This design comes from an exercise in tuning for a short achievable clock period and few clock cycles on the open sky130 flow, not from production work.
Only the layout flow was run in this run; the RTL was not checked for function there.
Power and IR drop assume default switching activity.

==> design.v <==
module fp_add (
  input  logic        clk,
  input  logic        rst,
  input  logic        in_vld,
  input  logic [31:0] a,
  input  logic [31:0] b,
  output logic        sum_vld,
  output logic [31:0] sum
);
  localparam int K = 2;
  function automatic logic [4:0] lzc24(input logic [23:0] x);
    logic [31:0] p;
    logic [15:0] c1, v1;
    logic [15:0] c2;
    logic [7:0]  v2;
    logic [11:0] c3;
    logic [3:0]  v3;
    logic [7:0]  c4;
    logic [1:0]  v4;
    p = {x, 8'h80};
    for (int i = 0; i < 16; i++) begin
      v1[i] = p[2*i+1] | p[2*i];
      c1[i] = ~p[2*i+1];
    end
    for (int i = 0; i < 8; i++) begin
      v2[i] = v1[2*i+1] | v1[2*i];
      c2[2*i +: 2] = v1[2*i+1] ? {1'b0, c1[2*i+1]} : {1'b1, c1[2*i]};
    end
    for (int i = 0; i < 4; i++) begin
      v3[i] = v2[2*i+1] | v2[2*i];
      c3[3*i +: 3] = v2[2*i+1] ? {1'b0, c2[2*(2*i+1) +: 2]} : {1'b1, c2[2*(2*i) +: 2]};
    end
    for (int i = 0; i < 2; i++) begin
      v4[i] = v3[2*i+1] | v3[2*i];
      c4[4*i +: 4] = v3[2*i+1] ? {1'b0, c3[3*(2*i+1) +: 3]} : {1'b1, c3[3*(2*i) +: 3]};
    end
    lzc24 = v4[1] ? {1'b0, c4[7:4]} : {1'b1, c4[3:0]};
  endfunction
  function automatic logic [23:0] lza(input logic [23:0] x, input logic [23:0] y);
    lza = (x ^ y) & ~({~x[22:0], 1'b0} & {y[22:0], 1'b0});
  endfunction
  function automatic logic [47:0] ks(input logic [23:0] g, input logic [23:0] p,
                                     input int lo, input int hi);
    logic [23:0] gn, pn;
    for (int l = 0; l < 5; l++) begin
      if (l >= lo && l < hi) begin
        for (int i = 0; i < 24; i++) begin
          if (i >= (1 << l)) begin
            gn[i] = g[i] | (p[i] & g[i - (1 << l)]);
            pn[i] = p[i] & p[i - (1 << l)];
          end else begin
            gn[i] = g[i];
            pn[i] = p[i];
          end
        end
        g = gn;
        p = pn;
      end
    end
    ks = {g, p};
  endfunction
  logic        sa, sb, eff_sub;
  logic [7:0]  ea, eb;
  logic [23:0] ma, mb, ma1, mb1;
  logic [8:0]  dab, dba;
  logic        a_ge;
  assign sa  = a[31];
  assign sb  = b[31];
  assign ea  = a[30:23];
  assign eb  = b[30:23];
  assign ma  = {1'b1, a[22:0]};
  assign mb  = {1'b1, b[22:0]};
  assign ma1 = {1'b0, ma[23:1]};
  assign mb1 = {1'b0, mb[23:1]};
  assign eff_sub = sa ^ sb;
  assign dab = {1'b0, ea} - {1'b0, eb};
  assign dba = {1'b0, eb} - {1'b0, ea};
  assign a_ge = ~dab[8];
  logic [7:0] nea, neb;
  logic       e_eq, a_p1, b_p1, close;
  assign nea  = ~ea;
  assign neb  = ~eb;
  assign e_eq = (ea == eb);
  assign a_p1 = ((ea[7:1] ^ neb[7:1]) == (ea[6:0] | neb[6:0])) & ~(ea[0] ^ neb[0]) & (eb != 8'hff);
  assign b_p1 = ((eb[7:1] ^ nea[7:1]) == (eb[6:0] | nea[6:0])) & ~(eb[0] ^ nea[0]) & (ea != 8'hff);
  assign close = eff_sub & (e_eq | a_p1 | b_p1);
  logic [23:0] b_sh, a_sh, f_b, f_s;
  assign b_sh = (dab[7:5] != 3'd0 || dab[4:3] == 2'b11) ? 24'd0 : (mb >> dab[4:0]);
  assign a_sh = (dba[7:5] != 3'd0 || dba[4:3] == 2'b11) ? 24'd0 : (ma >> dba[4:0]);
  assign f_b  = a_ge ? ma : mb;
  assign f_s  = a_ge ? b_sh : a_sh;
  logic [23:0] ap, ag, sp, sg;
  logic [47:0] ak, sk;
  assign ap = f_b ^ f_s;
  assign ag = f_b & f_s;
  assign sp = ~(f_b ^ f_s);
  assign sg = {f_b[23:1] & ~f_s[23:1], f_b[0] | ~f_s[0]};
  assign ak = ks(ag, ap, 0, K);
  assign sk = ks(sg, {sp[23:1], 1'b0}, 0, K);
  logic        m_eq;
  logic [24:0] d_ab;
  logic [23:0] d_ba, d1a, d1b;
  logic [4:0]  lz_ab, lz_ba, lz_1a, lz_1b;
  assign m_eq  = (a[22:0] == b[22:0]);
  assign d_ab  = {1'b0, ma} - {1'b0, mb};
  assign d_ba  = mb - ma;
  assign d1a   = ma - mb1;
  assign d1b   = mb - ma1;
  assign lz_ab = lzc24(lza(ma, mb));
  assign lz_ba = lzc24(lza(mb, ma));
  assign lz_1a = lzc24(lza(ma, mb1));
  assign lz_1b = lzc24(lza(mb, ma1));
  logic [23:0] c_u;
  logic [4:0]  c_lz;
  logic [7:0]  c_e;
  logic        c_s;
  always_comb begin
    if (a_p1) begin
      c_u = d1a;        c_lz = lz_1a; c_e = ea; c_s = sa;
    end else if (b_p1) begin
      c_u = d1b;        c_lz = lz_1b; c_e = eb; c_s = sb;
    end else if (!d_ab[24]) begin
      c_u = d_ab[23:0]; c_lz = lz_ab; c_e = ea; c_s = sa;
    end else begin
      c_u = d_ba;       c_lz = lz_ba; c_e = ea; c_s = sb;
    end
  end
  logic        vld_q, close_q, eff_sub_q, f_s_q, c_s_q, c_zero_q;
  logic [23:0] ap_q, ag_q, a0_q, sp_q, sg_q, s0_q, c_u_q;
  logic [7:0]  f_e_q, f_ep_q, f_em_q, c_e0_q, c_e1_q;
  logic [2:0]  c_lz_q;
  always_ff @(posedge clk) begin
    vld_q     <= in_vld & ~rst;
    close_q   <= close;
    eff_sub_q <= eff_sub;
    {ag_q, ap_q} <= ak;
    {sg_q, sp_q} <= sk;
    a0_q      <= ap;
    s0_q      <= sp;
    f_s_q     <= a_ge ? sa : sb;
    f_e_q     <= a_ge ? ea : eb;
    f_ep_q    <= a_ge ? ea + 8'd1 : eb + 8'd1;
    f_em_q    <= a_ge ? ea - 8'd1 : eb - 8'd1;
    c_zero_q  <= e_eq & m_eq;
    c_s_q     <= c_s;
    c_u_q     <= c_u << {c_lz[4:3], 3'd0};
    c_lz_q    <= c_lz[2:0];
    c_e0_q    <= c_e - {3'd0, c_lz};
    c_e1_q    <= c_e - {3'd0, c_lz} - 8'd1;
  end
  assign sum_vld = vld_q;
  logic [47:0] af, sf;
  logic [24:0] f_add;
  logic [23:0] f_sub;
  assign af    = ks(ag_q, ap_q, K, 5);
  assign sf    = ks(sg_q, sp_q, K, 5);
  assign f_add = {af[47], a0_q ^ {af[46:24], 1'b0}};
  assign f_sub = s0_q ^ {sf[46:24], 1'b1};
  logic [22:0] f_mant;
  logic [7:0]  f_exp;
  always_comb begin
    if (!eff_sub_q) begin
      if (f_add[24]) begin f_mant = f_add[23:1]; f_exp = f_ep_q; end
      else           begin f_mant = f_add[22:0]; f_exp = f_e_q;  end
    end else begin
      if (f_sub[23]) begin f_mant = f_sub[22:0];         f_exp = f_e_q;  end
      else           begin f_mant = {f_sub[21:0], 1'b0}; f_exp = f_em_q; end
    end
  end
  logic [23:0] c_n;
  logic [31:0] c_res, f_res;
  assign c_n   = c_u_q << c_lz_q;
  assign c_res = c_zero_q ? 32'd0 :
                 c_n[23]  ? {c_s_q, c_e0_q, c_n[22:0]} : {c_s_q, c_e1_q, c_n[21:0], 1'b0};
  assign f_res = {f_s_q, f_exp, f_mant};
  assign sum = close_q ? c_res : f_res;
endmodule
==> run.sh <==
#!/bin/bash
# synth_recipe.tcl (not shown) runs the flow's synth.tcl, then flattens the netlist and writes it again
# the make line also repeats each setting of config.mk as NAME=value (left out here)
make -C /OpenROAD-flow-scripts/flow DESIGN_CONFIG=/design/flow/config.mk WORK_HOME=/design/flow/orfs CLKGATE_MAP_FILE= SYNTH_SCRIPT=/design/flow/synth_recipe.tcl finish
==> config.mk <==
export PLATFORM = sky130hd
export DESIGN_NAME = fp_add
export DESIGN_NICKNAME = fp_add
export VERILOG_FILES = /design/flow/design.v
export SDC_FILE = /design/flow/constraint.sdc
export NUM_CORES = 4
export LEC_CHECK = 0
export CAP_MARGIN = 20
export CORE_MARGIN = 2
export CORE_UTILIZATION = 40
export PLACE_DENSITY = 0.6
export SETUP_SLACK_MARGIN = 5
export SLEW_MARGIN = 20
==> constraint.sdc <==
create_clock -name core_clock -period 10.0 [get_ports {clk}]
set_input_delay 2.0000 -clock core_clock [delete_from_list [all_inputs] [get_ports {clk}]]
set_output_delay 2.0000 -clock core_clock [all_outputs]
set_load 0.01 [all_outputs]
==> load_flow_metrics.sql <==
INSERT INTO impl_metrics (metric_group, metric, value, unit) VALUES
('status', 'run_status', 'complete, no violations', ''),
('drt', 'post_drt_wl_per_cell', '26.9', 'µm'),
('critical_path', 'worstSetupPathDepth', '17', ''),
('cts', 'ctsHoldBuffers', '0', ''),
('critical_path', 'worst_ep_required_time', '10.47', 'ns'),
('pwr', 'internal_power', '2.64', 'mW'),
('critical_path', 'path_class', 'in2reg', ''),
('global_route', 'number_of_global_route_vias_before_repair', '20400', ''),
('pwr', 'total_leakage_power', '11.1', 'nW'),
('critical_path', 'worstPathCellList', 'buf_4, inv_4, ha_1, o22ai_1, nor2_1, o211ai_1, a31oi_1, a21o_1, ha_2, fa_2, inv_2, a21o_1, maj3_2, xor2_4, nor3b_2, nor3b_2, xor2_1', ''),
('synth', 'synth_area', '0.0199', 'mm²'),
('cts', 'cts_tree', 'built', ''),
('sta', 'setup_viol_count_final', '0', ''),
('pwr', 'pwr-share-seq', '0.222', ''),
('hold_path', 'type_of_the_worst_min_delay_path', 'in2reg', ''),
('critical_path', 'critical_path_startpoint_category', 'primary input', ''),
('floorplanning', 'core-area', '0.0491', 'mm²'),
('sta', 'worst_slew_margin_rel', '0.203', ''),
('synth', 'ys_async_sr_fraction', '0', ''),
('placement', 'place_congestion', '1.03', ''),
('drt', 'drtPass1Iterations', '8', ''),
('drt', 'drt_iter0_markers', '2696', ''),
('pwr', 'max-vdd-ir-drop', '0.146', 'mV'),
('placement', 'placed_cell_area', '0.0217', 'mm²'),
('pwr', 'netSwitchingFraction', '0.446', ''),
('sta', 'grt_setup_unrepaired', 'yes', ''),
('cells_and_area', 'num-fill-cells', '4591', ''),
('critical_path', 'crit_family', 'adder cells', ''),
('sta', 'setup-tns-final', '0', 'ns'),
('synth', 'synth.most_common_cell', 'a21oi_1', ''),
('global_route', 'gr-max-usage-layer', 'met2', ''),
('synth', 'synth-seq-area-share', '0.207', ''),
('synth', 'netlist_instances', '2640', ''),
('synth', 'yosysTopAreaCell', 'dfxtp_1', ''),
('pwr', 'power_frac_comb', '0.586', ''),
('synth', 'syn_avg_cell_area', '7.55', 'µm²'),
('global_route', 'grt_first_pass_wirelength', '135000', 'µm'),
('critical_path', 'path_buf_inv', '3', ''),
('critical_path', 'setup.worst_path.end_class', 'flip-flop', ''),
('cts', 'clockRootBuffer', 'clkbuf_16', ''),
('floorplanning', 'die-height', '227', 'µm'),
('sta', 'achievable-frequency', '180', 'MHz'),
('drt', 'routed-via-count', '21900', ''),
('hold_path', 'timing.hold.worst_path_depth', '2', ''),
('critical_path', 'critPathSlowestCell', 'ha_1', ''),
('placement', 'detailed_place_hpwl', '70200', 'µm'),
('cts', 'cts.htree.levels', '1', ''),
('cells_and_area', 'areaGrowthSynthToFinish', '36.0', '%'),
('global_route', 'grt_antenna_before_repair', '5', ''),
('pwr', 'p_switching', '2.13', 'mW'),
('pwr', 'clock_power_share', '0.192', ''),
('drt', 'route.detailed.vias_per_inst', '6.24', ''),
('synth', 'count_of_flip_flops_with_a_built_in_enable_after_synthesis', '0', ''),
('floorplanning', 'top_level_ports', '100', ''),
('sta', 'min_period', '5.57', 'ns'),
('cts', 'cts.reportedPaths.clkPinSlew', '0.05', 'ns'),
('cells_and_area', 'final_cell_area', '0.0271', 'mm²'),
('critical_path', 'worstPathMaxFanout', '8', ''),
('flow_run', 'max_cap_viols', '0', ''),
('synth', 'synthesis.yosys.warnings', '1', ''),
('sta', 'worst-slew-pin-transition', '1.19', 'ns'),
('pwr', 'pwr_density_cell', '176', 'mW/mm²'),
('placement', 'numPortBuffers', '99', ''),
('synth', 'post_synth_num_cell_types', '86', ''),
('cts', 'cts.sinks', '206', ''),
('floorplanning', 'initial_utilization', '0.406', ''),
('global_route', 'grt.met3_usage', '0.0599', ''),
('global_route', 'grtUsageMet1', '0.480', ''),
('global_route', 'groute.layer.met2.usage', '0.550', ''),
('floorplanning', 'fp.dieW', '227', 'µm'),
('global_route', 'globalRouteOverflowTotal', '0', '');
==> registers in the layout, summed over array words and instances (netlist names), 3 cells and up <==
register,flops
c_e0_q,8
c_lz_q,3
ap_q,20
f_em_q,8
sg_q,23
ag_q,24
c_u_q,24
a0_q,24
sp_q,19
f_ep_q,7
c_e1_q,8
s0_q,24
f_e_q,8
==> logic make-up (layout without fill, tap and decap cells) <==
logic type,count (synthesis),in the layout,share of synthesized area
multiplexers,147,147,0.0864
buffers and inverters,331,531,0.0645
other,0,3,0
AND/OR/NAND/NOR,752,752,0.174
AO/OA/AOI/OAI,845,846,0.262
XOR/XNOR,139,143,0.0622
adder cells (fa/ha/maj),220,220,0.145
flip-flops,206,206,0.207
==> power by group through the flow <==
| stage | combinational, mW | sequential [mW] | clock [mW] |
|---|---|---|---|
| detailed placement | 2.11 | 1.07 | 0 |
| global route | 2.93 | 1.07 | 0.954 |
| global placement | 2.12 | 1.06 | 0 |
| CTS | 2.47 | 1.05 | 0.922 |
| floorplan | 1.39 | 1.04 | 0 |
| finish | 2.79 | 1.06 | 0.917 |
==> layer usage <==
| layer | share of wire | wire [µm] | up-vias |
|---|---|---|---|
| met4 | 0.046 | 4360 | 0 |
| li1 | - | - | 9844 |
| met2 | 0.44 | 41100 | 1214 |
| met3 | 0.093 | 8780 | 239 |
| met1 | 0.43 | 40100 | 10600 |
| met5 | 0 | 0 | - |
==> area by class of cell <==
class	instances	area (µm²)	share of cell area
Tap cell	664	831	0.0306
Clock buffer	35	702	0.0259
Inverter	177	741	0.0273
Timing Repair Buffer	311	2960	0.109
Antenna cell	3	7.51	0.000277
Multi-Input combinational cell	2108	17600	0.650
Clock inverter	8	111	0.00411
Sequential cell	206	4130	0.152
==> worst paths after layout <==
| path | from | end | slack (ns) |
|---|---|---|---|
| min | a[23] | f_em_q[0] | 1.79 |
| max | a[7] | c_e1_q[7] | 4.43 |
==> through the flow <==
stage,worst slack (ns),instances,hold slack [ns],power [mW],util
floorplan,4.19,2640,2.07,2.43,-
global placement,2.53,3270,2.54,3.18,0.443
detailed placement,2.45,3270,2.55,3.18,0.443
CTS,4.61,3438,1.78,4.44,0.517
global route,4.37,3509,1.80,4.95,0.553
finish,4.43,3512,1.79,4.77,0.553
==> cell usage in the layout, fill, tap and decap left out, types with 46 or more instances in the layout <==
cell type / synthesis / routed
nand2_1: 245 / 213
nor2_1: 239 / 213
a21oi_1: 261 / 207
dfxtp_1: 206 / 201
buf_4: 1 / 174
o21ai_0: 195 / 125
inv_1: 172 / 117
ha_1: 200 / 111
mux2i_1: 100 / 85
xnor2_1: 81 / 74
a21o_1: 59 / 58
ha_4: 0 / 58
xor2_1: 55 / 49
nor3_1: 53 / 46
==> timing repair <==
item	in CTS	in global routing
gates cloned	12	3
endpoints found under the hold margin	0	0
endpoints found under the setup margin	224	129
setup buffers	113	68
pin swaps	134	118
gates resized for setup	945	257

re-timing with driven ports:
Ports are ideal in the flow. The routed layout listed here was re-timed in OpenROAD.
Step 1 assumes that a clkbuf_16 drives the clock port and a buf_2 every other input.
Step 2 adds t to the input delays and takes it off the output delays; t is the mean of the earliest and latest rising clock arrival at the registers after step 1. Input paths then give back, and output paths get back, about the clock's delay inside the block.
a / b / c = ideal / step 1 / step 2; a / b = the first two.
t (ns): 0.606
setup slack, ns: 4.431 / 4.430 / 3.824
hold slack, ns: 1.788 / 1.781 / 2.387
worst slew at a driven data input, ns: 0.14
After both steps this run still meets setup and hold. The setup slack of this run moves by -0.001 ns with the drivers and by -0.607 ns with both steps.
